From an optimization exercise on the open Yosys and OpenROAD flow, aimed at small area and a short achievable clock period; shortcuts taken in it are not production practice.
RTL that was checked went through simulation tests only; none was proved equivalent to the original.
For runs 4 to 7, only the layout was checked, not whether the RTL still works.
No activity file was given, so power comes from the tool's default toggle rates.

## flow/config.mk

```make
export PLATFORM = sky130hd
export DESIGN_NAME = FIR
export DESIGN_NICKNAME = FIR
export VERILOG_FILES = /design/flow/design.v
export SDC_FILE = /design/flow/constraint.sdc
export NUM_CORES = 4
export LEC_CHECK = 0
export CAP_MARGIN = 20
export CORE_MARGIN = 2
export CORE_UTILIZATION = 40
export SLEW_MARGIN = 20
```

## flow/constraint.sdc

```tcl
create_clock -name core_clock -period 10.0 [get_ports {i_clk}]
set_input_delay 2.0000 -clock core_clock [delete_from_list [all_inputs] [get_ports {i_clk}]]
set_output_delay 2.0000 -clock core_clock [all_outputs]
set_load 0.01 [all_outputs]
```

## flow/design.v

```verilog
`timescale 1ns / 1ps
module FIR
#(
parameter data_in = 16,
parameter no_tap = 10   
)
(
    input i_clk,
    input signed [data_in-1:0] i_serial_in ,
    input i_data_wr,
    output signed [2*data_in-1:0] o_data_out ,
    output o_data_rdy,
    input i_reset
    );
    reg signed [2*data_in:0] acc;
    reg [$clog2(no_tap):0] counter;
    reg r_data_wr_en;
    wire signed [data_in-1:0] impulse_response [no_tap-1:0];
    reg signed [data_in-1:0] data_reg [no_tap-1:0];
    reg r_data_rdy;
    reg signed [2*data_in-1:0] r_data_out;
    integer i;
    assign impulse_response[0] = 'h0a;
    assign impulse_response[1] = 'h00;
    assign impulse_response[2] = 'h00;
    assign impulse_response[3] = 'hfd;
    assign impulse_response[4] = 'h0c;
    assign impulse_response[5] = 'hfc;
    assign impulse_response[6] = 'h0c;
    assign impulse_response[7] = 'h01;
    assign impulse_response[8] = 'h00;
    assign impulse_response[9] = 'hfd;
    always @(posedge i_clk) begin
        if(i_reset) begin
            acc <= 0;
            counter <= 0;
            r_data_rdy <= 0;
            r_data_out <= 0;
            for(i = 0; i < no_tap; i=i+1) begin
                data_reg[i] <= 0;
            end
        end else begin
        if(r_data_wr_en) begin
            counter <= 0;
            r_data_rdy <= 1;
            r_data_out <= acc;
            acc <= 0;
            data_reg[0] <= i_serial_in;
            for(i = 1; i < no_tap; i=i+1) begin
                data_reg[i] <= data_reg[i-1];
            end
        end else begin
            r_data_rdy <= 0;
            if(counter < no_tap) begin
                counter <= counter + 1;
                acc <= acc + impulse_response[counter]*data_reg[counter];
            end
        end
        end
    end
        always @(posedge i_clk)
         begin
            if(i_reset) begin
                r_data_wr_en <= 0;
            end else if(r_data_wr_en == 0 & i_data_wr ==1) begin
                r_data_wr_en <= 1;
            end else if(r_data_wr_en == 1 & i_data_wr ==0) begin
                r_data_wr_en <= 0;
            end else begin
                r_data_wr_en <= 0;
            end
    end
    assign o_data_rdy = r_data_rdy;
    assign o_data_out = r_data_out;
endmodule
```

## flow/run.sh

```bash
#!/bin/bash
# synth_recipe.tcl (not shown) runs the flow's synth.tcl, then flattens the netlist and writes it again
# the make line also repeats each setting of config.mk as NAME=value (left out here)
make -C /OpenROAD-flow-scripts/flow DESIGN_CONFIG=/design/flow/config.mk WORK_HOME=/design/flow/orfs CLKGATE_MAP_FILE= SYNTH_SCRIPT=/design/flow/synth_recipe.tcl finish
```

==> results of run 1 <==
[through the flow]
step,hold WS (ps),setup slack (ps)
2_1_floorplan,443.5,2597
4_1_cts,474.4,1723
5_1_grt,501.4,1222
6_report,471.3,1678
3_5_place_dp,464.1,1786
3_3_place_gp,460.0,1887
[cell usage in the layout (no fill, tap or decap), drive strengths merged, types with 5 or more instances in the layout]
cell type      instances
a222oi                16
dfxtp                231
a22oi                 35
a22o                   6
nand3                 27
nor3b                 12
or3                    7
buf                   17
nor3                  10
clkinv                 5
o21ai                 19
a21oi                 47
a31oi                  8
and3b                  6
bufinv                 5
and2                  16
clkdlybuf4s50         50
and3                   6
a221oi                 8
xor2                   9
clkbuf                33
xnor2                 10
or2                   16
mux2i                195
nand2b                 7
nand2                 74
ha                   128
a21o                  15
fa                   102
inv                  195
nor2                 252
[worst max-delay path, delay by kind of cell, from the launching register on]
family	cells	cell delay [ps]
adder cells (fa/ha/maj)	8	3790
AND/OR/NAND/NOR	5	1810
AO/OA/AOI/OAI	5	1320
buffers and inverters	6	540
flip-flops	1	420
multiplexers	2	380
[cell families after synthesis]
family | count (synthesis) | synth area share, %
DFF | 231 | 31.33
and+or+nand+nor | 445 | 13.43
xor gates and xnor gates | 19 | 1.178
AOI/OAI and AO/OA | 187 | 9.019
other | 2 | 0.05088
muxes | 195 | 13.22
buffers and inverters | 273 | 7.086
adders and majority gates | 230 | 24.68
[layout make-up]
| type | count | area, µm² | share of cell area [%] |
|---|---|---|---|
| Multi-Input combinational cell | 1078 | 9109 | 54.72 |
| Sequential cell | 231 | 4628 | 27.80 |
| Clock buffer | 33 | 748.2 | 4.495 |
| Inverter | 193 | 724.4 | 4.352 |
| Timing Repair Buffer | 67 | 648.1 | 3.893 |
| Tap cell | 468 | 585.6 | 3.517 |
| Clock inverter | 13 | 203.9 | 1.225 |
[power groups by stage]
stage                     logic [W]  registers (W)  clock network [W]
after floorplan            0.000241       0.000974                  0
after global placement     0.000314       0.000987                  0
after detailed placement   0.000319       0.000987                  0
after CTS                  0.000322       0.000967            0.00109
after global routing       0.000365       0.000970            0.00112
final                      0.000321       0.000967            0.00106
[cell usage after synthesis, types with 3 or more instances]
| cell type | instances | area, µm² |
|---|---|---|
| nor2_1 | 252 | 945.9 |
| dfxtp_1 | 231 | 4624 |
| mux2i_1 | 195 | 1952 |
| inv_1 | 193 | 724.4 |
| ha_1 | 128 | 1602 |
| fa_1 | 102 | 2042 |
| nand2_1 | 74 | 277.8 |
| clkbuf_1 | 48 | 180.2 |
| a21oi_1 | 47 | 235.2 |
| a22oi_1 | 35 | 262.8 |
| nand3_1 | 27 | 135.1 |
| buf_1 | 22 | 82.58 |
| o21ai_0 | 19 | 95.09 |
| a222oi_1 | 16 | 160.2 |
| a21o_1 | 15 | 112.6 |
| and2_1 | 15 | 93.84 |
| or2_2 | 14 | 87.58 |
| nor3_1 | 10 | 50.05 |
| nor3b_1 | 9 | 67.56 |
| xnor2_1 | 9 | 78.83 |
| xor2_1 | 9 | 78.83 |
| a221oi_1 | 8 | 70.07 |
| buf_2 | 8 | 40.04 |
| a31oi_1 | 7 | 43.79 |
| nand2b_1 | 7 | 43.79 |
| or3_1 | 7 | 43.79 |
| a22o_1 | 6 | 52.55 |
| and3_1 | 6 | 37.54 |
| and3b_1 | 6 | 52.55 |
| a211oi_1 | 4 | 30.03 |
| a21boi_0 | 4 | 30.03 |
| and4_1 | 4 | 35.03 |
| o21bai_1 | 4 | 30.03 |
| a211o_1 | 3 | 26.28 |
| nor2b_1 | 3 | 18.77 |
| nor3b_2 | 3 | 37.54 |
| o21a_1 | 3 | 22.52 |
[per-layer routing]
| layer | part of all wire, % | vias to the layer above | track usage, % |
|---|---|---|---|
| li1 | - | 5300 | - |
| met5 | 0 | - | 0 |
| met4 | 3.5 | 0 | 6.257 |
| met1 | 47 | 5211 | 26.36 |
| met3 | 4.5 | 67 | 2.682 |
| met2 | 45 | 236 | 30.22 |
[worst min path at each step]
stage / start / end / slack, ps / cells past startpoint
floorplan: acc[31]$_SDFFE_PP0N_ / acc[31]$_SDFFE_PP0N_ / 440 / 2
global placement: acc[8]$_SDFFE_PP0N_ / acc[8]$_SDFFE_PP0N_ / 460 / 2
detailed placement: acc[8]$_SDFFE_PP0N_ / acc[8]$_SDFFE_PP0N_ / 460 / 2
CTS: acc[8]$_SDFFE_PP0N_ / acc[8]$_SDFFE_PP0N_ / 470 / 2
global route: acc[0]$_SDFFE_PP0N_ / acc[0]$_SDFFE_PP0N_ / 500 / 2
finish: acc[8]$_SDFFE_PP0N_ / acc[8]$_SDFFE_PP0N_ / 470 / 2
==> flow_summary_export.csv, run 1 <==
group,metric,value,unit
critical_path,cpMaxStageDelayCell,"fa_1",
floorplan,start_util,40.52,%
drt,wirelength,35130,µm
sta,totalNegativeSetupSlack,0,ps
yosys,async_flop_share,0,%
drt,dr.first_iter.drc_count,739,
sta,relSlewSlack,27.18,%
sta,fin_crit,8322,ps
global_route,grt_pass1_wl,59080,µm
clock_tree,cts.sinks,231,
sta,rsz0062_at_grt,"false",
sta,finalHoldViolations,0,
yosys,synth_seq_area_share,31.33,%
critical_path,crit_start,"counter[1]$_SDFFE_PP0N_",
power_and_ir_drop,pwr-share-seq,41.2,%
critical_path,end_kind,"register",
yosys,synth-edff-count,0,
yosys,synth-seq-cells,231,
clock_tree,postCtsSetupBuffers,0,
placement,place_congestion,0.8592,
drt,viasPerCell,5.192,
clock_tree,cts_tree,"built",
clock_tree,hold_buffers,0,
yosys,syn_area,14760,µm²
sta,setup_viol,0,
clock_tree,root_buffer,"clkbuf_16",
sta,worst_slew_pin_slew,1092,ps
drt,dr.pass1.iters,6,
critical_path,worstSetupPathType,"reg2reg",
critical_path,r2r_cells,26,
finish,syn_to_final_growth,12.77,%
drt,drc,0,
clock_tree,cts-htree-levels,1,
critical_path,worstSetupStartpointType,"register",
global_route,track_usage,18.92,%
global_route,antenna_found_initial,0,
power_and_ir_drop,combinationalPowerShare,13.7,%
critical_path,cp_max_fo,19,
power_and_ir_drop,powerDensity,140.9,nW/µm²
sta,period_share,83.22,%
finish,insertedDiodeCount,0,
power_and_ir_drop,p_leak,7.557,nW
power_and_ir_drop,intPower,0.001732,W
placement,place_hpwl,25230,µm
global_route,grt-ovfl-total,0,
clock_tree,post_cts_resized,0,
global_route,grt_pass1_vias,11080,
clock_tree,clock_latency,550,ps
placement,dp.cells,2037,
yosys,syn-num-nets,1831,
critical_path,crit_end,"acc[31]$_SDFFE_PP0N_",
critical_path,crit-reg2reg-launch,"counter[1]$_SDFFE_PP0N_",
yosys,ys_warn_count,2,
finish,layout.cells.non_filler,2083,
finish,largest_reg_flops,160,
critical_path,cpPeakStageDelay,560,ps
clock_tree,cts.reportedPaths.clkPinSlew,60,ps
status,outcome,"finished clean",
placement,io_buffer_count,51,
placement,placed_area,15690,µm²
floorplan,die_area,38460,µm²
critical_path,path_common_cell,"fa_1",
critical_path,arrival,8800,ps
power_and_ir_drop,ir_worst_vdd,0.0001387,V
floorplan,ios,52,
finish,stdcell_area,16650,µm²
yosys,syn_inst,1582,
critical_path,crit_required,10480,ps
floorplan,core_area,36430,µm²
finish,fillers,3531,
power_and_ir_drop,clkPwrFrac,45.1,%
drt,antenna_left,0,
sta,slew_viol_final,0,
drt,wire_per_inst,16.87,µm
clock_tree,cts_buffers,27,
hold_path,hp-class,"reg2reg",
global_route,grt_max_degree,158,
drt,vias,10810,
power_and_ir_drop,switching_share,26.17,%
finish,finish.utilization,45.69,%
critical_path,rrSetupSlack,1680,ps
yosys,yosys_most_used_dff,"dfxtp_1",
power_and_ir_drop,power,0.002345,W
yosys,postSynthAreaPerCell,9.331,µm²
finish,nNetsFinal,1847,
clock_tree,clockBufferDepth,3,
sta,clock.fmax,120.2,MHz
critical_path,r2r-end,"acc[31]$_SDFFE_PP0N_",
sta,skew,9.534,ps
floorplan,die_h,196.1,µm
job,cap_violations,0,
floorplan,die_w,196.1,µm
power_and_ir_drop,power.switching,0.0006139,W
yosys,yosys.cell_types.count,60,
floorplan,rows,70,
finish,drive_above_1_share,5.387,%
==> run 2: changes to the inputs <==
==> flow/design.v (replaced) <==
`timescale 1ns / 1ps
module FIR
#(
parameter data_in = 16,
parameter no_tap = 10
)
(
    input i_clk,
    input signed [data_in-1:0] i_serial_in ,
    input i_data_wr,
    output signed [2*data_in-1:0] o_data_out ,
    output o_data_rdy,
    input i_reset
    );
    localparam [25:0] CINIT = 26'h267800c;
    reg [15:0] r [0:9];
    reg [15:0] hold;
    reg [25:0] acc;
    reg [25:0] out;
    reg        rdy;
    reg        wr;           
    reg  [3:0] age;          
    reg  [3:0] k;            
    reg  [3:0] nv;           
    reg        ins;          
    reg sA8, sA256, sA1, sA1la, sB2, sB4p, sB4n;
    reg vp, vl;              
    integer i;
    wire [3:0] age_p  = age + 4'd1 + {3'd0, wr};
    wire [3:0] age_n  = i_reset ? 4'd0 : (age_p >= 4'd10 ? age_p - 4'd10 : age_p);
    wire [3:0] k_n    = wr ? 4'd0 : (k == 4'd11 ? 4'd11 : k + 4'd1);
    wire [3:0] nv_n   = i_reset ? 4'd0 : ((wr && nv != 4'd10) ? nv + 4'd1 : nv);
    wire       re_n   = (k_n != 4'd0) && (k_n <= 4'd10);
    wire [3:0] agel_n = (age_n == 4'd9) ? 4'd0 : age_n + 4'd1;
    always @(posedge i_clk) begin
        age <= age_n;
        k   <= k_n;
        nv  <= nv_n;
        ins <= (age_n == 4'd9);
        vp  <= age_n < nv_n;
        vl  <= agel_n < nv_n;
        sA8   <= re_n && (age_n == 4'd0 || age_n == 4'd4 || age_n == 4'd6);
        sA256 <= re_n && (age_n == 4'd3 || age_n == 4'd5 || age_n == 4'd9);
        sA1   <= re_n && (age_n == 4'd7);
        sA1la <= re_n && (age_n == 4'd2 || age_n == 4'd8);
        sB2   <= re_n && (age_n == 4'd0);
        sB4p  <= re_n && (age_n == 4'd4 || age_n == 4'd6);
        sB4n  <= re_n && (age_n == 4'd3 || age_n == 4'd5 || age_n == 4'd9);
    end
    always @(posedge i_clk) begin
        r[0] <= ins ? hold : r[9];
        for (i = 1; i < 10; i = i + 1) r[i] <= r[i-1];
        if (wr) hold <= i_serial_in;
    end
    wire [15:0] x  = r[0];
    wire [15:0] xl = r[9];
    wire [15:0] fx  = vp ? {~x[15],  x[14:0]}  : 16'h8000;
    wire [15:0] fxl = vl ? {~xl[15], xl[14:0]} : 16'h8000;
    wire [15:0] gx  = vp ? {x[15], ~x[14:0]} : 16'h7fff;
    wire [25:0] laneA = (sA8   ? {7'd0, fx, 3'd0}  : 26'd0)
                      | (sA256 ? {2'd0, fx, 8'd0}  : 26'd0)
                      | (sA1   ? {10'd0, fx}       : 26'd0)
                      | (sA1la ? {10'd0, fxl}      : 26'd0);
    wire [25:0] laneB = (sB2   ? {9'd0, fx, 1'd0}  : 26'd0)
                      | (sB4p  ? {8'd0, fx, 2'd0}  : 26'd0)
                      | (sB4n  ? {8'd0, gx, 2'd0}  : 26'd0);
    wire [25:0] sum = acc + laneA + laneB;
    always @(posedge i_clk) begin
        acc <= wr ? CINIT : sum;
        if (i_reset) out <= 26'd0;
        else if (wr) out <= (nv == 4'd0) ? 26'd0 : sum;
        rdy <= !i_reset && wr;
        wr  <= !i_reset && i_data_wr && !wr;
    end
    assign o_data_rdy = rdy;
    assign o_data_out = {{6{out[25]}}, out};
endmodule
--- a/flow/config.mk
+++ b/flow/config.mk
@@ -8,4 +8,5 @@
 export CAP_MARGIN = 20
 export CORE_MARGIN = 2
 export CORE_UTILIZATION = 40
+export SETUP_SLACK_MARGIN = 5
 export SLEW_MARGIN = 20
==> flow_summary_export.csv, run 2 <==
group,metric,value,unit
placement,placed_area,10190,µm²
sta,totalNegativeSetupSlack,0,ps
critical_path,cp_max_fo,40,
drt,viasPerCell,4.965,
critical_path,crit_end,"acc[24]$_SDFF_PP0_",
sta,timing.final.ws_setup,5442,ps
power_and_ir_drop,switching_share,31.72,%
critical_path,worstPathCellList,"buf_4 > nor2b_1 > nand3_1 > o21ai_0 > fa_1 > inv_1 > ha_1 > a21oi_1 > o21ai_0 > o21ai_2 > o2111ai_1 > a31oi_1 > mux2_2",
clock_tree,clockBufferDepth,3,
hold_path,hp-start,"r[2][8]$_DFF_P_",
clock_tree,post_cts_resized,0,
finish,drive_above_1_share,9.245,%
sta,relSlewSlack,29.92,%
critical_path,rrSetupSlack,5440,ps
critical_path,worstSetupStartpointType,"register",
floorplan,rows,56,
status,outcome,"finished clean",
drt,vias,6256,
clock_tree,hold_buffers,0,
sta,rsz0062_at_grt,"false",
sta,slew_viol_final,0,
critical_path,cpPeakStageDelay,880,ps
floorplan,die_h,157.9,µm
critical_path,crit_start,"vp$_DFF_P_",
finish,largest_reg_flops,160,
yosys,synth_top_area_share,49.64,%
yosys,ys_warn_count,2,
finish,syn_to_final_growth,16.78,%
placement,place_hpwl,13600,µm
clock_tree,cts-htree-levels,1,
yosys,synth-edff-count,16,
sta,setup_viol,0,
global_route,track_usage,16.01,%
drt,dr.pass1.iters,5,
yosys,syn_inst,882,
clock_tree,cts.reportedPaths.clkPinSlew,70,ps
floorplan,core_area,23330,µm²
global_route,grt_pass1_wl,31300,µm
finish,layout_common_cells,"234 x dfxtp_1, 72 x inv_1, 60 x a21oi_1",
critical_path,worstSetupPathType,"reg2reg",
critical_path,r2r-end,"acc[24]$_SDFF_PP0_",
yosys,postSynthAreaPerCell,10.75,µm²
drt,dr.first_iter.drc_count,394,
floorplan,die_w,157.9,µm
critical_path,crit_family,"compound AO/OA/AOI/OAI gates",
yosys,synth_commonest_cells,"235 x dfxtp_1, 72 x inv_1, 60 x a21oi_1",
yosys,syn_area,9478,µm²
drt,wire_per_inst,15.65,µm
yosys,synth-seq-cells,251,
floorplan,die_area,24940,µm²
placement,dpl_worst_slack,5155,ps
placement,place_congestion,0.8779,
sta,skew,14.43,ps
power_and_ir_drop,powerDensity,258.4,nW/µm²
finish,insertedDiodeCount,0,
critical_path,cpMaxStageDelayCell,"nor2b_1",
critical_path,end_kind,"register",
critical_path,r2r_cells,13,
yosys,yosys_most_used_dff,"dfxtp_1",
global_route,grt_pass1_vias,5993,
sta,clock.fmax,219.4,MHz
clock_tree,clock_latency,540,ps
sta,fin_crit,4558,ps
drt,wirelength,19720,µm
finish,nNetsFinal,1002,
critical_path,path_common_cell,"o21ai_0",
critical_path,cp_num_buf_inv,2,
finish,layout.cells.non_filler,1260,
hold_path,hp-class,"reg2reg",
power_and_ir_drop,power.switching,0.0009071,W
drt,antenna_left,0,
sta,finalHoldViolations,0,
global_route,antenna_found_initial,0,
critical_path,crit_required,10420,ps
critical_path,arrival,4980,ps
global_route,grt_max_degree,43,
power_and_ir_drop,p_leak,4.518,nW
floorplan,ios,52,
critical_path,crit-reg2reg-launch,"vp$_DFF_P_",
yosys,syn-num-nets,963,
yosys,yosysMostFrequentCell,"dfxtp_1",
yosys,synth_seq_area_share,54.71,%
job,cap_violations,0,
power_and_ir_drop,clkPwrFrac,34.0,%
placement,dp.cells,1212,
floorplan,start_util,40.62,%
yosys,yosys-top-cells-area,"dfxtp_1 50%, ha_1 5.8%, edfxtp_1 5.1%",
power_and_ir_drop,combinationalPowerShare,25.5,%
clock_tree,root_buffer,"clkbuf_16",
clock_tree,cts.sinks,251,
yosys,synth_largest_area_cell,"dfxtp_1",
drt,drc,0,
finish,stdcell_area,11070,µm²
clock_tree,postCtsSetupBuffers,0,
placement,io_buffer_count,51,
yosys,async_flop_share,0,%
power_and_ir_drop,intPower,0.001953,W
clock_tree,cts_tree,"built",
finish,layout_commonest_cell,"dfxtp_1",
sta,period_share,45.58,%
sta,worst_slew_pin_slew,1049,ps
yosys,yosys.cell_types.count,66,
power_and_ir_drop,pwr-share-seq,40.5,%
clock_tree,cts_buffers,26,
critical_path,crit_cells,13,
global_route,grt-ovfl-total,0,
power_and_ir_drop,ir_worst_vdd,0.0001506,V
==> run 2: through the flow <==
step	utilization, %	total power [W]	hold slack [ps]
floorplan	-	0.001753	309.6
global placement	43.66	0.001905	310.0
detailed placement	43.66	0.001908	312.1
CTS	47.44	0.002888	325.5
global route	47.44	0.003023	327.2
finish	47.44	0.002860	318.4
==> run 2: metal layers <==
metal	global-route usage [%]	part of all wire [%]
met2	24.66	44
met1	22.10	48
met4	6.821	4.1
met3	2.929	4.3
met5	0	0
==> run 2: kinds of logic after synthesis <==
group / Yosys count / share of synthesized area, %
flip-flops: 251 / 54.71
AND/OR/NAND/NOR: 206 / 11.01
AO/OA/AOI/OAI: 201 / 14.59
buffers and inverters: 117 / 5.346
adder cells (fa/ha/maj): 62 / 9.611
XOR/XNOR: 24 / 2.297
multiplexers: 21 / 2.442
==> run 2: final cells by class <==
type | count | area, µm²
multi-input cells | 514 | 3786
flip-flops and latches | 251 | 5186
clock inverters | 12 | 143.9
fillers | 2180 | 12260
clock buffers | 36 | 738.2
inverters | 73 | 274.0
repair buffers | 55 | 540.5
well taps | 319 | 399.1
==> run 2: how the worst min path moves through the flow <==
stage                     depth (start not counted)  slack [ps]                to
after detailed placement                          0         310   r[3][2]$_DFF_P_
final                                             0         320   r[3][8]$_DFF_P_
after CTS                                         0         330  r[4][11]$_DFF_P_
after global placement                            0         310  r[2][10]$_DFF_P_
after floorplan                                   0         310   r[2][0]$_DFF_P_
after global routing                              0         330   r[8][4]$_DFF_P_
==> run 2: power groups by stage <==
stage | Combinational, W | Clock, W | Sequential (W)
global placement | 0.000727 | 0 | 0.00118
CTS | 0.000733 | 0.000997 | 0.00116
floorplan | 0.000614 | 0 | 0.00114
detailed placement | 0.000728 | 0 | 0.00118
global route | 0.000823 | 0.00103 | 0.00117
finish | 0.000730 | 0.000972 | 0.00116
==> run 3: changes to the inputs <==
--- a/flow/config.mk
+++ b/flow/config.mk
@@ -8,5 +8,4 @@
 export CAP_MARGIN = 20
 export CORE_MARGIN = 2
 export CORE_UTILIZATION = 40
-export SETUP_SLACK_MARGIN = 5
 export SLEW_MARGIN = 20
==> flow_summary_export.csv, run 3 <==
group,metric,value,unit
global_route,grt-ovfl-total,0,
drt,antenna_left,0,
finish,fillers,2180,
power_and_ir_drop,intPower,0.001953,W
clock_tree,post_cts_resized,0,
finish,drive_above_1_share,9.245,%
sta,finalHoldViolations,0,
sta,worst_slew_pin_slew,1049,ps
clock_tree,postCtsSetupBuffers,0,
yosys,ys_warn_count,2,
placement,place_congestion,0.8779,
yosys,yosys_most_used_dff,"dfxtp_1",
clock_tree,clock_latency,540,ps
yosys,synth_simple_gate_area_share,11.01,%
sta,period_share,45.58,%
power_and_ir_drop,combinationalPowerShare,25.5,%
critical_path,worstSetupPathType,"reg2reg",
floorplan,die_area,24940,µm²
sta,rsz0062_at_grt,"false",
finish,layout_commonest_cell,"dfxtp_1",
yosys,syn-num-nets,963,
power_and_ir_drop,p_leak,4.518,nW
power_and_ir_drop,clkPwrFrac,34.0,%
placement,place_hpwl,13600,µm
floorplan,rows,56,
yosys,synth_largest_area_cell,"dfxtp_1",
sta,relSlewSlack,29.92,%
clock_tree,cts_buffers,26,
clock_tree,hold_buffers,0,
global_route,grt_pass1_vias,5993,
floorplan,start_util,40.62,%
global_route,antenna_found_initial,0,
sta,fin_crit,4558,ps
critical_path,crit_family,"compound AO/OA/AOI/OAI gates",
finish,layout_common_cells,"234 x dfxtp_1, 72 x inv_1, 60 x a21oi_1",
floorplan,die_h,157.9,µm
clock_tree,cts-htree-levels,1,
floorplan,ios,52,
power_and_ir_drop,pwr-share-seq,40.5,%
yosys,syn_area,9478,µm²
yosys,synth_top_area_share,49.64,%
yosys,synth-seq-cells,251,
drt,viasPerCell,4.965,
critical_path,path_common_cell,"o21ai_0",
finish,insertedDiodeCount,0,
critical_path,cpPeakStageDelay,880,ps
sta,setup_viol,0,
yosys,postSynthAreaPerCell,10.75,µm²
clock_tree,cts.reportedPaths.clkPinSlew,70,ps
clock_tree,cts_tree,"built",
power_and_ir_drop,power.switching,0.0009071,W
yosys,synth_commonest_cells,"235 x dfxtp_1, 72 x inv_1, 60 x a21oi_1",
placement,dp.cells,1212,
critical_path,worstPathCellList,"buf_4 > nor2b_1 > nand3_1 > o21ai_0 > fa_1 > inv_1 > ha_1 > a21oi_1 > o21ai_0 > o21ai_2 > o2111ai_1 > a31oi_1 > mux2_2",
yosys,yosys.cell_types.count,66,
clock_tree,clockBufferDepth,3,
critical_path,cpMaxStageDelayCell,"nor2b_1",
yosys,syn_inst,882,
finish,layout.cells.non_filler,1260,
yosys,synth-compound-area-share,14.59,%
yosys,synth_seq_area_share,54.71,%
finish,nNetsFinal,1002,
status,outcome,"finished clean",
drt,wire_per_inst,15.65,µm
yosys,yosys-top-cells-area,"dfxtp_1 50%, ha_1 5.8%, edfxtp_1 5.1%",
global_route,grt_pass1_wl,31300,µm
clock_tree,root_buffer,"clkbuf_16",
power_and_ir_drop,ir_worst_vdd,0.0001506,V
sta,timing.final.ws_setup,5442,ps
placement,dpl_worst_slack,5155,ps
finish,syn_to_final_growth,16.78,%
sta,clock.fmax,219.4,MHz
floorplan,die_w,157.9,µm
yosys,synth_xor_area_share,2.297,%
sta,fin_hold_ws,318.4,ps
yosys,synth_top_family_by_area,"compound AO/OA/AOI/OAI gates",
placement,io_buffer_count,51,
sta,skew,14.43,ps
floorplan,core_area,23330,µm²
drt,dr.pass1.iters,5,
clock_tree,cts.sinks,251,
hold_path,hp-class,"reg2reg",
global_route,grt_max_degree,43,
drt,dr.first_iter.drc_count,394,
sta,totalNegativeSetupSlack,0,ps
yosys,synthAdderAreaFrac,9.611,%
job,cap_violations,0,
critical_path,crit_required,10420,ps
finish,largest_reg_flops,160,
drt,wirelength,19720,µm
sta,slew_viol_final,0,
critical_path,cp_max_fo,40,
power_and_ir_drop,powerDensity,258.4,nW/µm²
critical_path,cp_num_buf_inv,2,
critical_path,worstSetupStartpointType,"register",
power_and_ir_drop,switching_share,31.72,%
critical_path,end_kind,"register",
yosys,synthMuxAreaShare,2.442,%
yosys,async_flop_share,0,%
drt,drc,0,
yosys,yosysMostFrequentCell,"dfxtp_1",
yosys,synth-edff-count,16,
critical_path,arrival,4980,ps
drt,vias,6256,
global_route,track_usage,16.01,%
==> run 3: metal layers <==
metal	vias up	routed length (µm)	global-route usage (%)
li1	3126	-	-
met5	-	0	0
met1	2947	9427	22.10
met2	134	8647	24.66
met4	0	803	6.821
met3	49	843	2.929
==> run 3: final timing paths <==
check,start,end,slack [ps],cells past startpoint
setup / recovery,vp$_DFF_P_,acc[24]$_SDFF_PP0_,5440,13
hold / removal,r[2][8]$_DFF_P_,r[3][8]$_DFF_P_,320,0
setup reg to reg,vp$_DFF_P_,acc[24]$_SDFF_PP0_,5440,13
hold reg to reg,r[2][8]$_DFF_P_,r[3][8]$_DFF_P_,320,0
==> run 3: kinds of logic after synthesis <==
family,count (synthesis)
fa+ha+maj,62
flops,251
xor+xnor,24
buf+inv,117
simple gates,206
compound gates,201
mux,21
==> run 3: power groups by stage <==
stage	combinational (W)	clock [W]	sequential (W)
floorplan	0.000614	0	0.00114
global route	0.000823	0.00103	0.00117
detailed placement	0.000728	0	0.00118
global placement	0.000727	0	0.00118
finish	0.000730	0.000972	0.00116
CTS	0.000733	0.000997	0.00116
==> run 3: layout make-up <==
class / instances / area, µm² / area share, %
inverter: 73 / 274.0 / 2.476
tap: 319 / 399.1 / 3.606
sequential: 251 / 5186 / 46.86
multi-input combinational: 514 / 3786 / 34.21
clock inverter: 12 / 143.9 / 1.300
timing repair buffer: 55 / 540.5 / 4.884
clock buffer: 36 / 738.2 / 6.670
==> run 3: per-stage QoR <==
stage          area (µm²)  power (W)  util [%]
6_report            11070   0.002860     47.44
5_1_grt             11070   0.003023     47.44
4_1_cts             11070   0.002888     47.44
3_5_place_dp        10190   0.001908     43.66
3_3_place_gp        10190   0.001905     43.66
2_1_floorplan        9478   0.001753         -
==> run 4: changes to the inputs <==
==> flow/design.v (replaced) <==
`timescale 1ns / 1ps
module FIR
#(
parameter data_in = 16,
parameter no_tap = 10
)
(
    input i_clk,
    input signed [data_in-1:0] i_serial_in ,
    input i_data_wr,
    output signed [2*data_in-1:0] o_data_out ,
    output o_data_rdy,
    input i_reset
    );
    localparam [25:0] CINIT = 26'h267800c;
    reg [15:0] r [0:9];
    reg [15:0] hold;
    reg [25:0] acc;
    reg [25:0] out;
    reg        rdy;
    reg        wr;           
    reg  [3:0] age;          
    reg  [3:0] k;            
    reg  [3:0] nv;           
    reg        nz;           
    reg        selH, selR;   
    reg sA8, sA256, sLAv, sLAi, sB2, sB4p, sB4n, sB1;
    integer i;
    wire [3:0] age_p  = age + 4'd1 + {3'd0, wr};
    wire [3:0] age_n  = (age_p >= 4'd10) ? age_p - 4'd10 : age_p;
    wire [3:0] k_n    = wr ? 4'd0 : (k == 4'd11 ? 4'd11 : k + 4'd1);
    wire [3:0] nv_n   = (wr && nv != 4'd10) ? nv + 4'd1 : nv;
    wire       re_n   = (k_n != 4'd0) && (k_n <= 4'd10);
    wire [3:0] agel_n = (age_n == 4'd9) ? 4'd0 : age_n + 4'd1;    
    wire       vl_n   = agel_n < nv_n;
    wire       la_n   = re_n && (age_n == 4'd2 || age_n == 4'd8);
    always @(posedge i_clk) begin
        age  <= i_reset ? 4'd0 : age_n;
        k    <= k_n;
        nv   <= i_reset ? 4'd0 : nv_n;
        nz   <= !i_reset && (nv_n != 4'd0);
        selH <= vl_n && (age_n == 4'd9);
        selR <= vl_n && (age_n != 4'd9);
        sA8  <= re_n && (age_n == 4'd0 || age_n == 4'd4 || age_n == 4'd6);
        sA256<= re_n && (age_n == 4'd3 || age_n == 4'd5 || age_n == 4'd9);
        sLAv <= la_n && vl_n;
        sLAi <= la_n && !vl_n;
        sB2  <= re_n && (age_n == 4'd0);
        sB4p <= re_n && (age_n == 4'd4 || age_n == 4'd6);
        sB4n <= re_n && (age_n == 4'd3 || age_n == 4'd5 || age_n == 4'd9);
        sB1  <= re_n && (age_n == 4'd7);
    end
    always @(posedge i_clk) begin
        r[0] <= ({16{selH}} & hold) | ({16{selR}} & r[9]);
        for (i = 1; i < 10; i = i + 1) r[i] <= r[i-1];
        if (wr) hold <= i_serial_in;
    end
    wire [15:0] x  = r[0];
    wire [15:0] xl = r[9];
    wire [15:0] fx  = {~x[15], x[14:0]};               
    wire [15:0] gx  = {x[15], ~x[14:0]};               
    wire [15:0] fxl = ({16{sLAv}} & {~xl[15], xl[14:0]}) | {sLAi, 15'd0};
    wire [25:0] laneA = (sA8   ? {7'd0, fx, 3'd0}  : 26'd0)
                      | (sA256 ? {2'd0, fx, 8'd0}  : 26'd0)
                      | {10'd0, fxl};
    wire [25:0] laneB = (sB2   ? {9'd0, fx, 1'd0}  : 26'd0)
                      | (sB4p  ? {8'd0, fx, 2'd0}  : 26'd0)
                      | (sB4n  ? {8'd0, gx, 2'd0}  : 26'd0)
                      | (sB1   ? {10'd0, fx}       : 26'd0);
    wire [25:0] sum = acc + laneA + laneB;
    always @(posedge i_clk) begin
        acc <= wr ? CINIT : sum;
        if (i_reset) out <= 26'd0;
        else if (wr) out <= nz ? sum : 26'd0;
        rdy <= !i_reset && wr;
        wr  <= !i_reset && i_data_wr && !wr;
    end
    assign o_data_rdy = rdy;
    assign o_data_out = {{6{out[25]}}, out};
endmodule
==> flow_summary_export.csv, run 4 <==
group,metric,value,unit
yosys,ys_warn_count,2,
global_route,grt_pass1_wl,30100,µm
sta,skew,11.81,ps
sta,setup_viol,0,
clock_tree,cts_buffers,25,
placement,dpl_worst_slack,5988,ps
power_and_ir_drop,p_leak,4.328,nW
floorplan,die_w,154.2,µm
critical_path,worstPathCellList,"mux2_2 > a221oi_1 > fa_1 > inv_1 > ha_1 > a2111o_1 > o22ai_2 > o21ai_0 > a21oi_1 > xor2_1 > o21ai_0",
critical_path,end_kind,"register",
floorplan,core_area,21960,µm²
status,outcome,"finished clean",
yosys,postSynthAreaPerCell,11.22,µm²
power_and_ir_drop,ir_worst_vdd,0.0001496,V
yosys,synth_top_area_share,52.36,%
drt,wire_per_inst,16.42,µm
floorplan,start_util,41.09,%
drt,dr.pass1.iters,7,
floorplan,die_area,23780,µm²
critical_path,worstSetupPathType,"reg2reg",
critical_path,worstSetupStartpointType,"register",
critical_path,arrival,4420,ps
clock_tree,cts-htree-levels,1,
hold_path,hp-start,"r[7][12]$_DFF_P_",
finish,drive_above_1_share,8.324,%
yosys,yosysMostFrequentCell,"dfxtp_1",
clock_tree,cts.reportedPaths.clkPinSlew,70,ps
sta,period_share,40.17,%
clock_tree,cts.sinks,252,
sta,totalNegativeSetupSlack,0,ps
sta,fin_crit,4017,ps
global_route,grt_max_degree,54,
critical_path,crit-reg2reg-launch,"sB4n$_DFF_P_",
global_route,track_usage,15.95,%
clock_tree,root_buffer,"clkbuf_16",
yosys,synth_seq_area_share,57.68,%
sta,worst_slew_pin_slew,1055,ps
clock_tree,clockBufferDepth,3,
yosys,yosys_most_used_dff,"dfxtp_1",
floorplan,ios,52,
drt,antenna_left,0,
sta,rsz0062_at_grt,"false",
drt,dr.first_iter.drc_count,454,
sta,timing.final.ws_setup,5983,ps
drt,drc,0,
clock_tree,hold_buffers,0,
critical_path,rrSetupSlack,5980,ps
critical_path,r2r-end,"out[19]$_SDFFE_PP0P_",
hold_path,min_path_cells,0,
finish,largest_reg_flops,160,
drt,vias,5823,
clock_tree,postCtsSetupBuffers,0,
placement,place_hpwl,13250,µm
critical_path,path_common_cell,"o21ai_0",
yosys,syn-num-nets,881,
yosys,synth-edff-count,16,
clock_tree,cts_tree,"built",
floorplan,rows,54,
global_route,grt_pass1_vias,5591,
yosys,yosys-top-cells-area,"dfxtp_1 52%, ha_1 5.4%, edfxtp_1 5.3%",
sta,relSlewSlack,29.58,%
clock_tree,post_cts_resized,0,
sta,fin_hold_ws,321.1,ps
hold_path,whs_endpoint,"r[8][12]$_DFF_P_",
sta,clock.fmax,248.9,MHz
power_and_ir_drop,power,0.003138,W
yosys,yosys.cell_types.count,62,
critical_path,cp_max_fo,32,
yosys,synth-seq-cells,252,
placement,place_congestion,0.8866,
placement,io_buffer_count,51,
drt,wirelength,18800,µm
power_and_ir_drop,powerDensity,295.9,nW/µm²
finish,layout_common_cells,"235 x dfxtp_1, 65 x inv_1, 51 x clkdlybuf4s50_1",
yosys,async_flop_share,0,%
job,cap_violations,0,
finish,layout_commonest_cell,"dfxtp_1",
finish,syn_to_final_growth,17.53,%
sta,finalHoldViolations,0,
yosys,syn_area,9024,µm²
floorplan,die_h,154.2,µm
yosys,syn_inst,804,
finish,insertedDiodeCount,0,
global_route,grt-ovfl-total,0,
hold_path,hp-class,"reg2reg",
critical_path,cpMaxStageDelayCell,"dfxtp_1",
critical_path,cpPeakStageDelay,1010,ps
critical_path,crit_required,10410,ps
global_route,antenna_found_initial,0,
drt,viasPerCell,5.086,
yosys,synth_largest_area_cell,"dfxtp_1",
critical_path,r2r_cells,11,
yosys,synth_commonest_cells,"236 x dfxtp_1, 65 x inv_1, 45 x a21oi_1, 45 x nand2_1, 43 x nor2_1",
sta,slew_viol_final,0,
finish,nNetsFinal,923,
clock_tree,clock_latency,530,ps
## run 4: power breakdown
part           leakage [nW]  switching [W]  total, W  internal (W)
Clock                 0.433       0.000389  0.000963      0.000574
Sequential             2.06      0.0000855   0.00119       0.00110
Combinational          1.83       0.000590  0.000988      0.000398
## run 4: cell families (layout without fill, tap and decap cells)
group | count (synthesis) | in the layout | share of synthesized area (%)
DFF | 252 | 252 | 57.68
AOI/OAI and AO/OA | 188 | 188 | 14.93
and+or+nand+nor | 158 | 158 | 8.500
buffers and inverters | 104 | 165 | 4.589
adders and majority gates | 58 | 58 | 9.623
xor gates and xnor gates | 28 | 28 | 2.718
muxes | 16 | 16 | 1.955
## run 4: metrics by stage
step / cell area (µm²) / util (%) / std cells
finish: 10610 / 48.30 / 1145
global route: 10610 / 48.30 / 1145
CTS: 10610 / 48.30 / 1145
detailed placement: 9734 / 44.33 / 1099
global placement: 9734 / 44.33 / 1099
floorplan: 9024 / - / 804
## run 4: worst max-delay path: cells and delay by family, from the launching register on
kind                     cells  cell delay (ps)
AO/OA/AOI/OAI                6             1370
XOR/XNOR                     1              240
adder cells (fa/ha/maj)      2              910
buffers and inverters        1               40
flip-flops                   1             1010
multiplexers                 1              300
## run 4: layout make-up
type | count | area, µm²
clock inverter | 14 | 178.9
multi-input combinational | 448 | 3405
clock buffer | 32 | 691.9
fill | 1993 | 11350
tap | 280 | 350.3
timing repair buffer | 53 | 525.5
inverter | 66 | 247.7
sequential | 252 | 5206
## run 4: metal layers
| layer | track usage [%] | vias to the layer above | share of wire, % |
|---|---|---|---|
| met5 | 0 | - | 0 |
| met4 | 4.495 | 0 | 2.6 |
| met3 | 3.166 | 35 | 5.0 |
| met2 | 23.60 | 157 | 43 |
| met1 | 23.69 | 2764 | 50 |
| li1 | - | 2867 | - |
## run 4: worst max path at each step
| stage | start | to | slack (ps) | cells past startpoint |
|---|---|---|---|---|
| 2_1_floorplan | wr$_DFF_P_ | sLAv$_DFF_P_ | 6210 | 18 |
| 6_report | sB4n$_DFF_P_ | out[19]$_SDFFE_PP0P_ | 5980 | 11 |
| 5_1_grt | wr$_DFF_P_ | sLAv$_DFF_P_ | 5630 | 17 |
| 4_1_cts | wr$_DFF_P_ | sLAv$_DFF_P_ | 6070 | 17 |
| 3_5_place_dp | i_reset | out[24]$_SDFFE_PP0P_ | 5990 | 6 |
| 3_3_place_gp | i_reset | out[24]$_SDFFE_PP0P_ | 6010 | 6 |
==> run 5: changes to the inputs <==
==> flow/flow/run.sh (new file) <==
#!/bin/bash
# Standard ORFS layout (the standard.sh), with repair_timing asked to
# leave more setup slack than the default so it keeps improving the paths.
set -euo pipefail
bash standard.sh SETUP_SLACK_MARGIN=7 finish > make_finish.log 2>&1
==> flow/standard.sh (new file) <==
#!/bin/bash
# synth_recipe.tcl (not shown) runs the flow's synth.tcl, then flattens the netlist and writes it again
# the make line also repeats each setting of config.mk as NAME=value (left out here)
make -C /OpenROAD-flow-scripts/flow DESIGN_CONFIG=/design/flow/config.mk WORK_HOME=/design/flow/orfs CLKGATE_MAP_FILE= SYNTH_SCRIPT=/design/flow/synth_recipe.tcl "${@:-finish}"
removed: flow/run.sh
==> flow_summary_export.csv, run 5 <==
group,metric,value,unit
finish,nNetsFinal,994,
drt,wirelength,21010,µm
job,cap_violations,0,
clock_tree,cts_buffers,26,
floorplan,rows,54,
clock_tree,cts-htree-levels,1,
power_and_ir_drop,p_leak,4.885,nW
yosys,synth-edff-count,16,
yosys,synth_seq_area_share,57.68,%
global_route,grt_pass1_vias,5822,
floorplan,core_area,21960,µm²
critical_path,cp_num_buf_inv,3,
yosys,synth_largest_area_cell,"dfxtp_1",
global_route,grt-ovfl-total,0,
drt,wire_per_inst,17.28,µm
critical_path,arrival,3730,ps
yosys,syn_inst,804,
clock_tree,cts_tree,"built",
clock_tree,clock_latency,520,ps
yosys,yosys-top-cells-area,"dfxtp_1 52%, ha_1 5.4%, edfxtp_1 5.3%",
sta,rsz0062_at_grt,"true",
yosys,syn_area,9024,µm²
sta,clock.fmax,301.5,MHz
yosys,synth-seq-cells,252,
sta,totalNegativeSetupSlack,0,ps
drt,viasPerCell,5.126,
yosys,ys_warn_count,2,
floorplan,start_util,41.09,%
floorplan,ios,52,
global_route,grt_max_degree,28,
yosys,syn-num-nets,881,
sta,slew_viol_final,0,
finish,drive_above_1_share,33.65,%
critical_path,worstSetupStartpointType,"register",
placement,io_buffer_count,51,
clock_tree,root_buffer,"clkbuf_16",
yosys,postSynthAreaPerCell,11.22,µm²
status,outcome,"finished clean",
yosys,async_flop_share,0,%
critical_path,end_kind,"register",
critical_path,cpPeakStageDelay,470,ps
floorplan,die_h,154.2,µm
finish,syn_to_final_growth,33.44,%
global_route,track_usage,16.79,%
yosys,synth_commonest_cells,"236 x dfxtp_1, 65 x inv_1, 45 x a21oi_1, 45 x nand2_1, 43 x nor2_1",
floorplan,die_w,154.2,µm
yosys,yosysMostFrequentCell,"dfxtp_1",
sta,relSlewSlack,46.65,%
floorplan,die_area,23780,µm²
placement,place_hpwl,12670,µm
critical_path,crit_family,"compound AO/OA/AOI/OAI gates",
sta,period_share,33.17,%
drt,drc,0,
finish,largest_reg_flops,160,
critical_path,cpMaxStageDelayCell,"fa_1",
clock_tree,cts.reportedPaths.clkPinSlew,60,ps
global_route,antenna_found_initial,0,
power_and_ir_drop,powerDensity,306.2,nW/µm²
drt,dr.first_iter.drc_count,530,
critical_path,cp_max_fo,4,
sta,worst_slew_pin_slew,799.4,ps
sta,finalHoldViolations,0,
hold_path,hp-class,"reg2reg",
sta,setup_viol,0,
global_route,grt_pass1_wl,31370,µm
yosys,yosys.cell_types.count,62,
sta,skew,11.83,ps
placement,place_congestion,0.9047,
clock_tree,hold_buffers,0,
critical_path,worstSetupPathType,"reg2reg",
yosys,synth_top_area_share,52.36,%
finish,fillers,1833,
power_and_ir_drop,ir_worst_vdd,0.0001446,V
drt,antenna_left,0,
critical_path,crit_required,10410,ps
drt,dr.pass1.iters,5,
clock_tree,clockBufferDepth,3,
sta,fin_crit,3317,ps
drt,vias,6233,
finish,layout_commonest_cell,"dfxtp_1",
clock_tree,cts.sinks,252,
critical_path,worstPathCellList,"buf_6 > mux2_4 > a221oi_4 > fa_1 > inv_2 > ha_4 > nor2b_2 > o31a_1 > o22ai_4 > o221ai_4 > buf_6 > a21oi_4 > xnor2_2 > or2_1",
yosys,yosys_most_used_dff,"dfxtp_1",
critical_path,path_common_cell,"buf_6",
finish,insertedDiodeCount,0,
power_and_ir_drop,power,0.003687,W
finish,layout_common_cells,"189 x dfxtp_1, 52 x buf_4, 50 x inv_1",
## run 5: cell counts after synthesis
Identical to the previous run, type by type.
## run 5: what timing repair did
action,in CTS,in global routing
gates resized for setup,237,101
setup buffers,36,35
setup endpoints to repair,86,71
pin swaps,56,53
gates cloned,0,1
## run 5: stage by stage
step	instances	setup WS (ps)	instance area, µm²	hold slack, ps	util (%)
2_1_floorplan	804	6941	9255	309.6	-
3_3_place_gp	1097	6042	9886	309.8	45.02
3_5_place_dp	1097	6032	9886	312.1	45.02
4_1_cts	1180	6727	11350	325.5	51.69
5_1_grt	1216	6549	12040	325.7	54.84
6_report	1216	6683	12040	323.0	54.84
## run 5: layout make-up
class | instances | area, µm² | area share, %
clock inverter | 9 | 111.4 | 0.9248
multi-input combinational | 448 | 4150 | 34.47
inverter | 66 | 271.5 | 2.255
timing repair inverter | 1 | 8.758 | 0.07274
timing repair buffer | 122 | 1070 | 8.884
clock buffer | 38 | 768.2 | 6.380
sequential | 252 | 5311 | 44.11
tap | 280 | 350.3 | 2.909
## run 5: worst register-to-register path, stage by stage, from the launching register on
cell and delay (ps):
dfxtp_4 370, buf_6 120, mux2_4 270, a221oi_4 200
fa_1 470, inv_2 80, ha_4 200, nor2b_2 150
o31a_1 330, o22ai_4 220, o221ai_4 200, buf_6 160
a21oi_4 140, xnor2_2 90, or2_1 200
## run 5: worst paths after layout
kind,startpoint,endpoint,slack (ps),depth (start not counted)
setup reg to reg,sB4n$_DFF_P_,acc[21]$_SDFF_PP1_,6680,14
hold / removal,r[1][11]$_DFF_P_,r[2][11]$_DFF_P_,320,0
setup / recovery,sB4n$_DFF_P_,acc[21]$_SDFF_PP1_,6680,14
hold reg to reg,r[1][11]$_DFF_P_,r[2][11]$_DFF_P_,320,0
## run 5: logic make-up (layout without fill, tap and decap cells)
group | after synthesis | in the layout | synth area share (%)
xor+xnor | 28 | 28 | 2.718
buf+inv | 104 | 236 | 4.589
flops | 252 | 252 | 57.68
simple gates | 158 | 158 | 8.500
compound gates | 188 | 188 | 14.93
mux | 16 | 16 | 1.955
fa+ha+maj | 58 | 58 | 9.623
## run 5: power by group
| part | total (W) | switching [W] | internal [W] |
|---|---|---|---|
| combinational | 0.00154 | 0.000821 | 0.000719 |
| sequential | 0.00117 | 0.0000713 | 0.00110 |
| clock | 0.000972 | 0.000386 | 0.000586 |
| total | 0.00369 | 0.00128 | 0.00241 |
## run 5: layer usage
metal	routed length, µm	share of wire (%)	vias to the layer above	global-route usage [%]
li1	-	-	3009	-
met1	9838	47	3001	24.07
met2	9626	46	177	25.90
met3	894	4.3	46	2.662
met4	652	3.1	0	5.741
met5	0	0	-	0
==> run 6: changes to the inputs <==
==> flow/design.v (replaced) <==
`timescale 1ns / 1ps
module FIR
#(
parameter data_in = 16,
parameter no_tap = 10
)
(
    input i_clk,
    input signed [data_in-1:0] i_serial_in ,
    input i_data_wr,
    output signed [2*data_in-1:0] o_data_out ,
    output o_data_rdy,
    input i_reset
    );
    reg [15:0] r [0:8];
    reg [15:0] hold;
    reg [25:0] acc;          
    reg        cy;
    reg [25:0] out;
    reg        rdy;
    reg        wr;           
    reg        ld;           
    reg  [3:0] lab;          
    reg  [3:0] k;            
    reg  [3:0] nv;           
    reg        repl;         
    reg sA256, sA8, sAh, sAl, sB4n, sB4p, sBh, sB1;
    integer i;
    wire       wr_n  = !i_reset && i_data_wr && !wr;
    wire [3:0] lab_p = lab + 4'd1 + {3'd0, wr};
    wire [3:0] lab_n = (lab_p >= 4'd9) ? lab_p - 4'd9 : lab_p;
    wire [3:0] k_n   = wr ? 4'd1 : (k == 4'd11 ? 4'd11 : k + 4'd1);
    wire [3:0] nv_n  = (wr && nv != 4'd10) ? nv + 4'd1 : nv;
    wire       rd_n  = (k_n != 4'd0) && (k_n <= 4'd9);    
    wire [3:0] age_n = (lab_n == 4'd0) ? 4'd9 : lab_n;     
    wire       rv_n  = rd_n && (age_n < nv_n);             
    wire       h_n   = rd_n && (age_n == 4'd1) && (nv_n != 4'd0);
    always @(posedge i_clk) begin
        wr   <= wr_n;
        ld   <= wr_n && (nv != 4'd0);
        rdy  <= !i_reset && wr;
        lab  <= i_reset ? 4'd0 : lab_n;
        k    <= k_n;
        nv   <= i_reset ? 4'd0 : nv_n;
        repl <= (lab_n == 4'd0) && (k_n >= 4'd2) && (k_n <= 4'd10);
        sA256<= rv_n && (age_n == 4'd3 || age_n == 4'd5 || age_n == 4'd9);
        sB4n <= rv_n && (age_n == 4'd3 || age_n == 4'd5 || age_n == 4'd9);
        sA8  <= rv_n && (age_n == 4'd4 || age_n == 4'd6);
        sB4p <= rv_n && (age_n == 4'd4 || age_n == 4'd6);
        sB1  <= rv_n && (age_n == 4'd7);
        sAl  <= rd_n && ((age_n == 4'd2 && nv_n >= 4'd4) || (age_n == 4'd8 && nv_n == 4'd10));
        sAh  <= h_n;
        sBh  <= h_n;
    end
    always @(posedge i_clk) begin
        r[0] <= repl ? hold : r[8];
        for (i = 1; i < 9; i = i + 1) r[i] <= r[i-1];
        if (wr) hold <= i_serial_in;
    end
    wire [15:0] x  = r[8];
    wire [15:0] fx = {~x[15], x[14:0]};                
    wire [15:0] gx = {x[15], ~x[14:0]};                
    wire [15:0] fl = {~r[7][15], r[7][14:0]};
    wire [15:0] fh = {~hold[15], hold[14:0]};
    wire [25:0] laneA = (sA256 ? {2'd0, fx, 8'd0}  : 26'd0)
                      | (sA8   ? {7'd0, fx, 3'd0}  : 26'd0)
                      | (sAh   ? {7'd0, fh, 3'd0}  : 26'd0)
                      | (sAl   ? {10'd0, fl}       : 26'd0);
    wire [25:0] laneB = (sB4n  ? {8'd0, gx, 2'd0}  : 26'd0)
                      | (sB4p  ? {8'd0, fx, 2'd0}  : 26'd0)
                      | (sBh   ? {9'd0, fh, 1'd0}  : 26'd0)
                      | (sB1   ? {10'd0, fx}       : 26'd0);
    reg [25:0] cinit;
    always @(*) begin
        case (nv)
            4'd0, 4'd1, 4'd2: cinit = 26'h3fb0000;
            4'd3:             cinit = 26'h3788004;
            4'd4:             cinit = 26'h3728004;
            4'd5:             cinit = 26'h2f08008;
            4'd6:             cinit = 26'h2ea8008;
            4'd7, 4'd8:       cinit = 26'h2ea0008;
            default:          cinit = 26'h267800c;
        endcase
    end
    wire [25:0] a0 = wr ? cinit : acc;
    wire [25:0] ps = a0 ^ laneA ^ laneB;
    wire [25:0] pc = {(a0[24:0] & laneA[24:0]) | (a0[24:0] & laneB[24:0]) | (laneA[24:0] & laneB[24:0]), 1'b0};
    wire [13:0] lo = {1'b0, ps[12:0]} + {1'b0, pc[12:0]};
    wire [12:0] hi = ps[25:13] + pc[25:13] + {12'd0, cy & !wr};
    always @(posedge i_clk) begin
        acc <= {hi, lo[12:0]};
        cy  <= lo[13];
        if (i_reset) out <= 26'd0;
        else if (ld) out <= acc;
    end
    assign o_data_rdy = rdy;
    assign o_data_out = {{6{out[25]}}, out};
endmodule
==> flow/run.sh (new file) <==
#!/bin/bash
# synth_recipe.tcl (not shown) runs the flow's synth.tcl, then flattens the netlist and writes it again
# the make line also repeats each setting of config.mk as NAME=value (left out here)
make -C /OpenROAD-flow-scripts/flow DESIGN_CONFIG=/design/flow/config.mk WORK_HOME=/design/flow/orfs CLKGATE_MAP_FILE= SYNTH_SCRIPT=/design/flow/synth_recipe.tcl finish
removed: flow/flow/run.sh
removed: flow/standard.sh
==> flow_summary_export.csv, run 6 <==
group,metric,value,unit
yosys,syn-num-nets,849,
power_and_ir_drop,powerDensity,306.7,nW/µm²
floorplan,core_area,21760,µm²
clock_tree,cts-htree-levels,1,
finish,nNetsFinal,901,
drt,antenna_left,0,
yosys,synth-edff-count,16,
sta,totalNegativeSetupSlack,0,ps
yosys,synth_largest_area_cell,"dfxtp_1",
drt,dr.first_iter.drc_count,284,
global_route,grt_max_degree,48,
drt,dr.pass1.iters,6,
critical_path,cpMaxStageDelayCell,"dfxtp_1",
yosys,yosysMostFrequentCell,"dfxtp_1",
global_route,grt-ovfl-total,0,
placement,place_congestion,0.8337,
yosys,synth_commonest_cells,"228 x dfxtp_1, 58 x nand2_1, 56 x nor2_1",
clock_tree,cts.sinks,244,
sta,relSlewSlack,33.57,%
yosys,syn_inst,769,
clock_tree,clock_latency,510,ps
critical_path,end_kind,"register",
finish,insertedDiodeCount,0,
sta,slew_viol_final,0,
clock_tree,postCtsSetupBuffers,0,
drt,wirelength,16810,µm
sta,fin_crit,4377,ps
clock_tree,clockBufferDepth,3,
yosys,async_flop_share,0,%
drt,vias,5406,
yosys,synth-seq-cells,244,
power_and_ir_drop,combinationalPowerShare,24.4,%
global_route,track_usage,14.29,%
clock_tree,cts.reportedPaths.clkPinSlew,60,ps
global_route,antenna_found_initial,0,
job,cap_violations,0,
yosys,yosys-top-cells-area,"dfxtp_1 52%, ha_1 5.7%, edfxtp_1 5.4%",
drt,wire_per_inst,15.02,µm
yosys,postSynthAreaPerCell,11.52,µm²
critical_path,worstSetupPathType,"reg2reg",
clock_tree,hold_buffers,0,
power_and_ir_drop,intPower,0.002238,W
yosys,synth_seq_area_share,56.97,%
power_and_ir_drop,pwr-share-seq,47.1,%
yosys,yosys_most_used_dff,"dfxtp_1",
global_route,grt_pass1_vias,5113,
floorplan,die_w,152.8,µm
hold_path,hp-class,"reg2reg",
finish,stdcell_area,10430,µm²
critical_path,worstPathCellList,"inv_1 > o2111ai_1 > fa_1 > fa_1 > fa_1 > a21o_1 > a21oi_2 > nor2b_1 > or4_1 > a211o_1 > o31ai_2 > xor2_1",
finish,layout_common_cells,"227 x dfxtp_1, 58 x nand2_1, 56 x nor2_1",
power_and_ir_drop,switching_share,30.02,%
sta,finalHoldViolations,0,
sta,clock.fmax,228.5,MHz
power_and_ir_drop,ir_worst_vdd,0.0001533,V
yosys,yosys.cell_types.count,62,
finish,drive_above_1_share,9.893,%
floorplan,die_area,23350,µm²
critical_path,worstSetupStartpointType,"register",
finish,layout_commonest_cell,"dfxtp_1",
sta,rsz0062_at_grt,"false",
yosys,syn_area,8856,µm²
critical_path,cpPeakStageDelay,670,ps
critical_path,path_common_cell,"fa_1",
floorplan,rows,54,
power_and_ir_drop,p_leak,4.262,nW
finish,largest_reg_flops,144,
placement,io_buffer_count,51,
critical_path,rrSetupSlack,5620,ps
floorplan,die_h,152.8,µm
clock_tree,cts_tree,"built",
critical_path,cp_num_buf_inv,1,
floorplan,start_util,40.71,%
clock_tree,root_buffer,"clkbuf_16",
critical_path,crit_required,10450,ps
critical_path,cp_max_fo,18,
sta,skew,10.38,ps
global_route,grt_pass1_wl,27100,µm
critical_path,arrival,4820,ps
floorplan,ios,52,
placement,placed_area,9609,µm²
yosys,synth_top_area_share,51.54,%
power_and_ir_drop,clkPwrFrac,28.5,%
sta,period_share,43.77,%
critical_path,crit_family,"adder cells",
drt,drc,0,
status,outcome,"finished clean",
drt,viasPerCell,4.831,
placement,place_hpwl,11830,µm
clock_tree,post_cts_resized,0,
sta,setup_viol,0,
sta,worst_slew_pin_slew,995.1,ps
yosys,ys_warn_count,2,
power_and_ir_drop,power.switching,0.0009604,W
finish,fillers,1990,
finish,syn_to_final_growth,17.76,%
clock_tree,cts_buffers,25,
## run 6: cell types whose count changed after synthesis, sizes merged, moves of 9 or more
| cell | change |
|---|---|
| mux2 | +9 |
| and2 | -13 |
| mux2i | +30 |
| xnor2 | +11 |
| nand2 | +13 |
| inv | -14 |
| a22o | -21 |
| o21ai | -10 |
| nor2 | +13 |
| a221oi | -9 |
| a21oi | -17 |
## run 6: worst paths after layout
path                         from  cells after the start              end
hold reg to reg   r[0][2]$_DFF_P_                      0  r[1][2]$_DFF_P_
hold / removal    r[0][2]$_DFF_P_                      0  r[1][2]$_DFF_P_
setup / recovery     sB4n$_DFF_P_                     12  acc[25]$_DFF_P_
setup reg to reg     sB4n$_DFF_P_                     12  acc[25]$_DFF_P_
## run 6: cell families (layout without fill, tap and decap cells)
| kind of cell | after synthesis | in the layout | synth area share (%) |
|---|---|---|---|
| flops | 244 | 244 | 56.97 |
| fa+ha+maj | 61 | 61 | 10.40 |
| buf+inv | 81 | 151 | 3.687 |
| mux | 55 | 55 | 6.612 |
| xor+xnor | 33 | 33 | 3.645 |
| simple gates | 176 | 176 | 9.197 |
| compound gates | 119 | 119 | 9.494 |
## run 6: power groups by stage
stage	sequential (W)	clock [W]	combinational, W
4_1_cts	0.00151	0.000940	0.000786
5_1_grt	0.00154	0.000981	0.000891
2_1_floorplan	0.00144	0	0.000648
3_5_place_dp	0.00153	0	0.000778
3_3_place_gp	0.00152	0	0.000770
6_report	0.00151	0.000912	0.000781
## run 6: area by class of cell
type,count,area (µm²),share of cell area [%]
flip-flops and latches,244,5046,48.39
multi-input cells,444,3485,33.41
clock buffers,36,716.9,6.875
repair buffers,54,533.0,5.111
well taps,280,350.3,3.359
inverters,52,195.2,1.872
clock inverters,9,102.6,0.9838
## run 6: per-layer routing
metal	part of all wire [%]	up-vias	GRT usage [%]	wire length, µm
li1	-	2711	-	-
met1	51	2534	21.59	8547
met2	42	136	20.95	7074
met3	5.0	25	2.673	839
met4	2.1	0	3.836	348
met5	0	-	0	0
## run 6: per-stage QoR
stage               util (%)  total power (W)  worst slack [ps]  instances  hold WS [ps]
floorplan                  -         0.002083              5630        769         309.6
global placement       44.17         0.002291              5739       1074         309.9
detailed placement     44.17         0.002306              5663       1074         312.1
CTS                    47.94         0.003237              5644       1119         324.5
global route           47.94         0.003417              5345       1119         324.2
finish                 47.94         0.003199              5623       1119         320.2
==> run 7: changes to the inputs <==
==> flow/flow/run.sh (new file) <==
#!/bin/bash
# Standard ORFS layout (the standard.sh), with repair_timing asked to
# leave more setup slack than the default so it keeps improving the paths.
set -euo pipefail
bash standard.sh SETUP_SLACK_MARGIN=7 finish > make_finish.log 2>&1
==> flow/standard.sh (new file) <==
#!/bin/bash
# synth_recipe.tcl (not shown) runs the flow's synth.tcl, then flattens the netlist and writes it again
# the make line also repeats each setting of config.mk as NAME=value (left out here)
make -C /OpenROAD-flow-scripts/flow DESIGN_CONFIG=/design/flow/config.mk WORK_HOME=/design/flow/orfs CLKGATE_MAP_FILE= SYNTH_SCRIPT=/design/flow/synth_recipe.tcl "${@:-finish}"
removed: flow/run.sh
==> flow_summary_export.csv, run 7 <==
group,metric,value,unit
power_and_ir_drop,combinationalPowerShare,27.9,%
sta,skew,12.30,ps
yosys,yosys.cell_types.count,62,
sta,totalNegativeSetupSlack,0,ps
yosys,synth_largest_area_cell,"dfxtp_1",
sta,slew_viol_final,0,
finish,drive_above_1_share,26.03,%
global_route,antenna_found_initial,0,
yosys,synth_top_area_share,51.54,%
floorplan,ios,52,
sta,relSlewSlack,41.44,%
power_and_ir_drop,switching_share,31.06,%
finish,nNetsFinal,933,
finish,layout.cells.non_filler,1152,
status,outcome,"finished clean",
hold_path,hp-class,"reg2reg",
floorplan,die_w,152.8,µm
finish,finish.utilization,51.44,%
yosys,yosys-top-cells-area,"dfxtp_1 52%, ha_1 5.7%, edfxtp_1 5.4%",
power_and_ir_drop,intPower,0.002405,W
yosys,syn_area,8856,µm²
finish,insertedDiodeCount,0,
drt,wire_per_inst,16.10,µm
finish,layout_commonest_cell,"dfxtp_1",
yosys,async_flop_share,0,%
yosys,postSynthAreaPerCell,11.52,µm²
yosys,yosysMostFrequentCell,"dfxtp_1",
yosys,synth_seq_area_share,56.97,%
power_and_ir_drop,pwr-share-seq,43.3,%
clock_tree,clockBufferDepth,3,
placement,place_hpwl,11910,µm
placement,dp.cells,1073,
critical_path,arrival,4090,ps
finish,largest_reg_flops,144,
clock_tree,cts_buffers,25,
floorplan,rows,54,
power_and_ir_drop,p_leak,4.653,nW
global_route,grt_max_degree,41,
critical_path,crit_required,10460,ps
global_route,grt_pass1_wl,29500,µm
power_and_ir_drop,powerDensity,311.7,nW/µm²
drt,wirelength,18550,µm
critical_path,worstSetupStartpointType,"register",
sta,fin_crit,3635,ps
drt,antenna_left,0,
global_route,grt-ovfl-total,0,
drt,dr.pass1.iters,5,
finish,syn_to_final_growth,26.38,%
critical_path,cp_max_fo,4,
sta,period_share,36.35,%
placement,io_buffer_count,51,
clock_tree,cts-htree-levels,1,
drt,vias,5615,
power_and_ir_drop,clkPwrFrac,28.9,%
global_route,track_usage,15.71,%
finish,layout_common_cells,"195 x dfxtp_1, 57 x nand2_1, 54 x nor2_1",
yosys,synth_commonest_cells,"228 x dfxtp_1, 58 x nand2_1, 56 x nor2_1",
placement,place_congestion,0.8251,
job,cap_violations,0,
yosys,synth-seq-cells,244,
clock_tree,clock_latency,530,ps
critical_path,end_kind,"register",
clock_tree,root_buffer,"clkbuf_16",
yosys,ys_warn_count,2,
sta,setup_viol,0,
floorplan,die_area,23350,µm²
sta,clock.fmax,275.1,MHz
clock_tree,cts.sinks,244,
power_and_ir_drop,power.switching,0.001084,W
clock_tree,cts.reportedPaths.clkPinSlew,70,ps
power_and_ir_drop,ir_worst_vdd,0.0001604,V
floorplan,core_area,21760,µm²
clock_tree,hold_buffers,0,
yosys,yosys_most_used_dff,"dfxtp_1",
drt,dr.first_iter.drc_count,328,
floorplan,die_h,152.8,µm
yosys,syn-num-nets,849,
sta,finalHoldViolations,0,
drt,drc,0,
sta,rsz0062_at_grt,"true",
critical_path,worstSetupPathType,"reg2reg",
yosys,syn_inst,769,
clock_tree,cts_tree,"built",
yosys,synth-edff-count,16,
drt,viasPerCell,4.874,
floorplan,start_util,40.71,%
finish,fillers,1909,
global_route,grt_pass1_vias,5534,
sta,worst_slew_pin_slew,877.2,ps
==> run 7: cell counts after synthesis <==
No cell type changed its count.
==> run 7: cell type report <==
class | count | area, µm² | area share [%]
repair buffers | 86 | 847.1 | 7.568
clock buffers | 31 | 699.4 | 6.249
flip-flops and latches | 244 | 5101 | 45.58
well taps | 280 | 350.3 | 3.130
clock inverters | 15 | 220.2 | 1.968
multi-input cells | 444 | 3761 | 33.61
inverters | 52 | 212.7 | 1.901
==> run 7: stage by stage <==
stage / total power [W] / area [µm²] / setup WS, ps / hold WS [ps]
finish: 0.003489 / 11190 / 6365 / 319.9
global route: 0.003705 / 11190 / 6220 / 323.0
CTS: 0.003407 / 10790 / 6407 / 324.0
detailed placement: 0.002319 / 9630 / 5736 / 312.1
global placement: 0.002306 / 9630 / 5860 / 309.7
floorplan: 0.002092 / 8921 / 6368 / 309.6
==> run 7: cell families (layout without fill, tap and decap cells) <==
kind of cell               count (synthesis)  count (layout)  synth area share, %
adders and majority gates                 61              61                10.40
buffers and inverters                     81             184                3.687
muxes                                     55              55                6.612
DFF                                      244             244                56.97
and+or+nand+nor                          176             176                9.197
xor gates and xnor gates                  33              33                3.645
AOI/OAI and AO/OA                        119             119                9.494
==> run 7: worst paths after layout <==
path	start	end	slack (ps)	cells after the start
worst min register to register	r[6][5]$_DFF_P_	r[7][5]$_DFF_P_	320	0
worst min-delay path	r[6][5]$_DFF_P_	r[7][5]$_DFF_P_	320	0
worst max register to register	sB4n$_DFF_P_	acc[25]$_DFF_P_	6360	13
worst max-delay path	sB4n$_DFF_P_	acc[25]$_DFF_P_	6360	13
==> run 7: routing by layer <==
layer	routed length, µm	up-vias	part of all wire (%)	GRT usage [%]
met3	809	44	4.4	2.759
met1	8893	2660	48	22.36
met5	0	-	0	0
met2	8221	130	44	24.13
li1	-	2781	-	-
met4	622	0	3.4	5.511
==> run 7: worst max-delay path, stage by stage (launching register included) <==
cell and delay [ps]:
dfxtp_4 380, buf_6 120, a22oi_2 140, nand3_1 120, fa_1 470, fa_2 390
fa_2 350, a21o_1 200, a21oi_2 180, nor2b_2 70, or4_4 420, a211o_1 330
o31ai_2 240, xor2_1 160
==> run 7: power groups by stage <==
| stage | combinational (W) | clock [W] | sequential, W |
|---|---|---|---|
| 2_1_floorplan | 0.000656 | 0 | 0.00144 |
| 3_5_place_dp | 0.000786 | 0 | 0.00153 |
| 5_1_grt | 0.00109 | 0.00107 | 0.00155 |
| 6_report | 0.000973 | 0.00101 | 0.00151 |
| 4_1_cts | 0.000867 | 0.00103 | 0.00151 |
| 3_3_place_gp | 0.000780 | 0 | 0.00153 |
==> run 7: timing repair <==
item	in CTS	in global routing
resized for setup	189	60
buffers inserted	19	14
setup endpoints to repair	60	41
hold endpoints to repair	0	0
pin swaps	11	32

[what the ideal ports hide]
How much do the figures lean on ideal ports? The routed layouts below were timed once more, with nothing changed but the port constraints. Step 1 (the two cells are an assumption about what drives the block):
set clk [get_ports {i_clk}]
set_driving_cell -lib_cell sky130_fd_sc_hd__clkbuf_16 $clk
set_driving_cell -lib_cell sky130_fd_sc_hd__buf_2 [delete_from_list [all_inputs] $clk]
Step 2, shift: input delay + t, output delay - t, t = (earliest + latest rising clock arrival at the registers) / 2. This alone moves slack from input paths to output paths. Slacks: no drivers / after step 1 / after step 2; pairs: no drivers / after step 1.
run	t (ns)	slack for setup (ns)	cell pins on the clock port's net
run 1	0.591	1.678 / 1.678 / 1.678	1
run 2	0.571	5.442 / 5.442 / 5.160	1
run 3	0.571	5.442 / 5.442 / 5.160	1
run 4	0.572	5.983 / 5.983 / 5.983	1
run 5	0.562	6.683 / 6.683 / 6.626	1
run 6	0.552	5.623 / 5.623 / 5.623	1
run 7	0.575	6.365 / 6.365 / 6.365	1
After both steps every run listed still meets setup and hold.
